From an optimization exercise on the open Yosys and OpenROAD flow, aimed at small area; shortcuts taken in it are not production practice.
The RTL was checked by simulation tests, not by an equivalence proof against the original design.
The clock port is modelled as an ideal driver; clocking choices that lean on that would not hold on a real chip.
Power is estimated from default activity; no workload was simulated.

== v44 ==
// IntMem
module IntMem (
            scan_en,
            aclk,
            areset_n,
            mem_type,
            remap,
            axi_awid,
            axi_awaddr,
            axi_awlen,
            axi_awsize,
            axi_awburst,
            axi_awlock,
            axi_awcache,
            axi_awprot,
            axi_awvalid,
            axi_awready,
            axi_wdata,
            axi_wstrb,
            axi_wlast,
            axi_wvalid,
            axi_wready,
            axi_bid,
            axi_bresp,
            axi_bvalid,
            axi_bready,
           axi_arid,      
           axi_araddr,       
           axi_arlen,     
           axi_arsize,    
           axi_arburst,   
           axi_arlock,    
           axi_arcache,   
           axi_arprot,    
           axi_arvalid,   
           axi_arready,
           axi_rid,
           axi_rdata,
           axi_rresp,
           axi_rlast,
           axi_rvalid,
           axi_rready,
           mem0_cs_n,
           mem0_wr_n,
           mem0_rd_n,
           mem0_wr_byte_en,
           mem0_addr,
           mem0_wr_addr,
           mem0_din,
           mem0_dout,
           mem1_cs_n,
           mem1_wr_n,
           mem1_rd_n,
           mem1_wr_byte_en,
           mem1_addr,
           mem1_wr_addr,
           mem1_din,
           mem1_dout,
           mem2_cs_n,
           mem2_wr_n,
           mem2_rd_n,
           mem2_wr_byte_en,
           mem2_addr,
           mem2_wr_addr,
           mem2_din,
           mem2_dout 
);
clock: 11.0 ns
lec_check: 0
cap_margin: 20
core_area: 10 10 530 530
die_area: 0 0 540 540
slew_margin: 20
standard.sh (not shown) runs the stock make flow with config.mk's settings and CLKGATE_MAP_FILE= SYNTH_SCRIPT=/design/flow/synth_recipe.tcl, a recipe that flattens the netlist after the stock synthesis.
==> flow/flow/run.sh <==
#!/bin/bash
set -euo pipefail
export BUFFER_PORTS_ARGS="-buffer_cell sky130_fd_sc_hd__buf_1"
export CTS_ARGS="-sink_clustering_enable -repair_clock_nets -dont_use_dummy_load -sink_clustering_size 15 -sink_clustering_max_diameter 70 -buf_list {sky130_fd_sc_hd__clkbuf_8}"
bash standard.sh finish > standard_flow.log 2>&1
v44 went all the way through synthesis, placement and routing and the layout is clean on timing, DRC and antenna.
Changes in v11 relative to v44:
# v44
export LEC_CHECK = 0
export CAP_MARGIN = 20
export CORE_AREA = 10 10 530 530
export DIE_AREA = 0 0 540 540
export SLEW_MARGIN = 20
create_clock -name core_clock -period 11.0 [get_ports {aclk}]
# v11
export LEC_CHECK = 0
export CAP_MARGIN = 20
export CORE_AREA = 10 10 495 495
export DIE_AREA = 0 0 505 505
export SLEW_MARGIN = 20
create_clock -name core_clock -period 11.0 [get_ports {aclk}]
## What came out
Lower static leakage was reported by v44, not v11.
Looking only at delay contributed by the slowest stage of the critical path, and setting everything else aside, the lower value of v44 and v11 goes to v11.
v11 ends up with a global-route met1 utilization that is 0.77 points higher than in v44.
Taking v44 as 1.0, v11 lands at 0.927 on routed wire length.
Taking v44 as the reference, in v11 source-to-sink clock delay at the later pin of the worst-skew pair essentially unchanged, clock transition at the registers of the reported paths essentially unchanged.
Higher non-filler instance count after layout was reported by v44, not v11.
Input-level comparison between v38 and v11:
# v11
export LEC_CHECK = 0
export CAP_MARGIN = 20
export CORE_AREA = 10 10 495 495
export DIE_AREA = 0 0 505 505
export SLEW_MARGIN = 20
create_clock -name core_clock -period 11.0 [get_ports {aclk}]
# v38
export LEC_CHECK = 0
export CAP_MARGIN = 20
export CORE_AREA = 10 10 530 530
export DIE_AREA = 0 0 540 540
export SLEW_MARGIN = 20
create_clock -name core_clock -period 11.0 [get_ports {aclk}]
==> flow/flow/run.sh <==
#!/bin/bash
set -euo pipefail
export BUFFER_PORTS_ARGS="-buffer_cell sky130_fd_sc_hd__buf_1"
export CTS_ARGS="-sink_clustering_enable -repair_clock_nets -dont_use_dummy_load -sink_clustering_size 30 -sink_clustering_max_diameter 70 -buf_list {sky130_fd_sc_hd__clkbuf_16}"
bash standard.sh finish > standard_flow.log 2>&1
==> run notes <==
- v38 gives less register share of the cell area than v11 did.
- As far as simple-gate portion of the synthesized area goes, v11 and v38 are indistinguishable; the numbers are identical.
- Side by side, core area turned out higher in v38 than in v11.
- Diff v11 and v38: fraction of final layout cells with drive strength greater than 1 higher in v11
- Diff v11 -> v38 | final cycle utilization of the critical path | decrease of 1.2 points
- v38 vs. v11: total power higher, number of buffers and inverters on the critical path higher.
- Sequential power: v38 vs v11 — no meaningful difference
- The data arrival time of the critical path number comes out lower for v38 vs v11.
- Taking v11 as the reference, in v38 reported leakage power picked up an extra about 0.7%; wire length of the first global-routing pass picked up an extra 5.9%.
For v18, these inputs were changed with respect to v38:
# v38
export LEC_CHECK = 0
export CAP_MARGIN = 20
export CORE_AREA = 10 10 530 530
export DIE_AREA = 0 0 540 540
export SLEW_MARGIN = 20
create_clock -name core_clock -period 11.0 [get_ports {aclk}]
# v18
export LEC_CHECK = 0
export CAP_MARGIN = 5
export CORE_AREA = 10 10 530 530
export DIE_AREA = 0 0 540 540
export SLEW_MARGIN = 5
create_clock -name core_clock -period 11.0 [get_ports {aclk}]
==> flow/flow/run.sh <==
#!/bin/bash
set -euo pipefail
export BUFFER_PORTS_ARGS="-buffer_cell sky130_fd_sc_hd__buf_1"
export CTS_ARGS="-sink_clustering_enable -repair_clock_nets -dont_use_dummy_load -sink_clustering_size 15 -sink_clustering_max_diameter 70 -buf_list {sky130_fd_sc_hd__clkbuf_8}"
bash standard.sh finish > standard_flow.log 2>&1
## What came out
Re die area: no difference whatsoever between v38 and v18. Any difference in routing usage on met1 between v38 and v18 is small enough to ignore. Looking at v38 and v18, the post-route met1 wirelength is a wash. | hold slack | v18 vs v38 | better |. The setup slack was comparable across v38 and v18.

## lane 1
IntMem, a different RTL version from the one above (not shown whole).
Size: about 1900 cells after synthesis, ~290 flip-flops, ~1500 I/O pins, about 18000 um^2 of cells after synthesis.
export LEC_CHECK = 0
export CAP_MARGIN = 20
export CORE_AREA = 10 10 530 530
export DIE_AREA = 0 0 540 540
export SLEW_MARGIN = 20
create_clock -name core_clock -period 11.0 [get_ports {aclk}]
==> flow/flow/run.sh <==
#!/bin/bash
set -euo pipefail
export BUFFER_PORTS_ARGS="-buffer_cell sky130_fd_sc_hd__buf_1"
export CTS_ARGS="-sink_clustering_enable -repair_clock_nets -dont_use_dummy_load -sink_clustering_size 8 -sink_clustering_max_diameter 50 -buf_list {sky130_fd_sc_hd__clkbuf_4}"
bash standard.sh finish > standard_flow.log 2>&1
Lane 1: done, clean on timing, DRC and antenna
Here is what was changed in the inputs of lane 2 compared with lane 1.
==> flow/flow/run.sh <==
#!/bin/bash
set -euo pipefail
export BUFFER_PORTS_ARGS="-buffer_cell sky130_fd_sc_hd__buf_1"
export CTS_ARGS="-sink_clustering_enable -repair_clock_nets -dont_use_dummy_load -sink_clustering_size 12 -sink_clustering_max_diameter 60 -buf_list {sky130_fd_sc_hd__clkbuf_8}"
bash standard.sh finish > standard_flow.log 2>&1
Notes after the runs:
Source of the critical timing path: u_IntMemWrCtrl.u_IntMemAddrGen.AxSIZEr[1] -> lane 1, u_IntMemRdCtrl.u_IntMemAddrGen.AxSIZEr[0] -> lane 2
Delta(internal power of the cells, lane 2 - lane 1) > 0
Between lane 1 and lane 2, the difference in floorplan die area is negligible.
Total leakage power delta (lane 1 -> lane 2): insignificant
Wire length reported by the detailed router delta (lane 1 -> lane 2): insignificant

## try-indigo
RTL: one of the versions met above, not the one the previous note started from.
For scale: ~290 flip-flops, ~1500 I/O pins, roughly 17000 µm² of cells after synthesis.
export LEC_CHECK = 0
export CAP_MARGIN = 20
export CORE_AREA = 10 10 530 530
export DIE_AREA = 0 0 540 540
export SLEW_MARGIN = 20
create_clock -name core_clock -period 11.0 [get_ports {aclk}]
==> flow/flow/run.sh <==
#!/bin/bash
set -euo pipefail
export BUFFER_PORTS_ARGS="-buffer_cell sky130_fd_sc_hd__buf_1"
export CTS_ARGS="-sink_clustering_enable -repair_clock_nets -dont_use_dummy_load -sink_clustering_size 15 -sink_clustering_max_diameter 70 -buf_list {sky130_fd_sc_hd__clkbuf_8}"
export POST_CTS_TCL="$PWD/flow/post_cts.tcl"
bash standard.sh finish > standard_flow.log 2>&1
==> flow/flow/post_cts.tcl <==
# Area recovery after CTS: downsize cells on paths with positive slack, then
# restore the slew and capacitance limits and legalise the placement. The
# global-route stage repairs design and timing again afterwards.
estimate_parasitics -placement
repair_timing -recover_power 100 -verbose
repair_design -verbose -cap_margin 20 -slew_margin 20
detailed_placement
check_placement -verbose
Every stage of the flow completed for try-indigo, and the final layout passed the timing, DRC and antenna checks.
For try-pepper, these inputs were changed with respect to try-indigo:
- ABC_AREA newly set to 1
==> flow/flow/run.sh <==
#!/bin/bash
set -euo pipefail
export BUFFER_PORTS_ARGS="-buffer_cell sky130_fd_sc_hd__buf_1"
export CTS_ARGS="-sink_clustering_enable -repair_clock_nets -dont_use_dummy_load -sink_clustering_size 15 -sink_clustering_max_diameter 70 -buf_list {sky130_fd_sc_hd__clkbuf_8}"
bash standard.sh finish > standard_flow.log 2>&1
removed: flow/flow/post_cts.tcl
[summary]
try-pepper did not stop at any stage, and its layout met the timing, DRC and antenna checks. try-pepper against try-indigo: total area of sequential cells now sits at about the same level, critical path depth now sits higher, sum of met3 wire segment lengths after detailed routing now sits higher. Wire: try-pepper routes more than try-indigo. Final cell area: try-pepper above try-indigo.
--- input diff try-pepper..try-quartz ---
- setting GPL_ROUTABILITY_DRIVEN to 0 for the first time
- removing ABC_AREA (formerly 1)
==> run notes <==
Each of the runs, namely try-pepper and try-quartz, reached the end of the flow and came out clean.
On global-route usage: between try-pepper and try-quartz, it ends up lower for try-quartz.
Diff try-pepper and try-quartz: synthesis-to-layout area growth higher in try-quartz
Going from try-pepper to try-quartz, maximum fanout encountered on the critical timing path has increased, setup TNS comparable.
Comparing met1 demand-to-capacity share in global routing for try-pepper and try-quartz, the bigger number came from try-pepper.
try-quartz consumes less power than try-pepper does.
| pin count of the biggest net entering global routing | higher: try-pepper |
Detailed placement HPWL: try-quartz vs try-pepper down 23000 µm
Re number of global-route vias before repair: try-pepper and try-quartz aren't equal, and the lower value belongs to try-quartz.
axi_wvalid as the worst setup path startpoint was reported by try-pepper, and axi_rready by try-quartz.
Looking at instance count along the most critical hold path, try-quartz sits below try-pepper.
Setup slack, try-pepper and try-quartz, lower one = try-quartz.
## Diff of input files: try-willow against try-quartz
- GPL_ROUTABILITY_DRIVEN removed (was 0)
- PLACE_DENSITY newly set to 0.5
- try-willow: PASS, flow complete, no timing, DRC or antenna violations
- Per the comparison of try-willow with try-quartz, post-route standard cell area excluding fillers saw an increase, routed length on met1 saw a decrease, post-route worst setup slack saw an increase, area growth from synthesis to layout saw an increase.
- try-willow: proportion of final cell area spent on non-clock buffers 0.49 points above try-quartz
- Endpoint of the most critical setup path: mem2_addr[26] -> try-quartz, mem2_addr[30] -> try-willow
- Compared with try-quartz, in try-willow number of buffer and inverter stages on the critical path rose 1, wire length of the first global-routing pass fell by about 4%, wire length went down, combinational power stayed essentially flat, power grew by about 0.6%.

re-timing with driven ports:
The flow's constraints put no driver on any port. The routed layouts listed below were extracted and timed again, unchanged, in two steps.
Step 1, drivers: a clkbuf_16 drives aclk and a buf_2 each remaining input, both assumed.
Step 2 moves the port delays by t, midway between the first and last clock arrival at a register: inputs arrive t later, outputs are due t later. That takes back most of the time a late clock gives input paths.
a / b / c = ideal ports / drivers / drivers and shift; a / b = the first two.
run	t (ns)	slack for setup (ns)	latest minus earliest clock arrival (ns)	worst slew at a driven data input, ns
v44	0.731	0.641 / 0.609 / 0.609	0.124 / 0.124	0.51
v11	0.738	0.524 / 0.493 / 0.493	0.081 / 0.081	0.47
v38	0.640	0.656 / 0.623 / 0.623	0.086 / 0.086	0.52
v18	0.728	0.657 / 0.625 / 0.625	0.130 / 0.131	0.55
lane 1	0.923	0.563 / 0.503 / 1.427	0.143 / 0.143	0.53
lane 2	0.668	0.554 / 0.498 / 1.166	0.104 / 0.103	0.55
try-indigo	0.726	0.632 / 0.600 / 0.600	0.127 / 0.126	0.53
try-pepper	0.760	0.765 / 0.714 / 0.714	0.119 / 0.118	0.77
try-quartz	0.731	0.641 / 0.609 / 0.609	0.124 / 0.124	0.51
try-willow	0.728	0.650 / 0.621 / 0.621	0.105 / 0.105	0.59
After both steps every run listed still meets setup and hold. For try-pepper, which loses most, drivers alone change the setup slack by -0.051 ns; drivers and shift together by -0.051 ns.
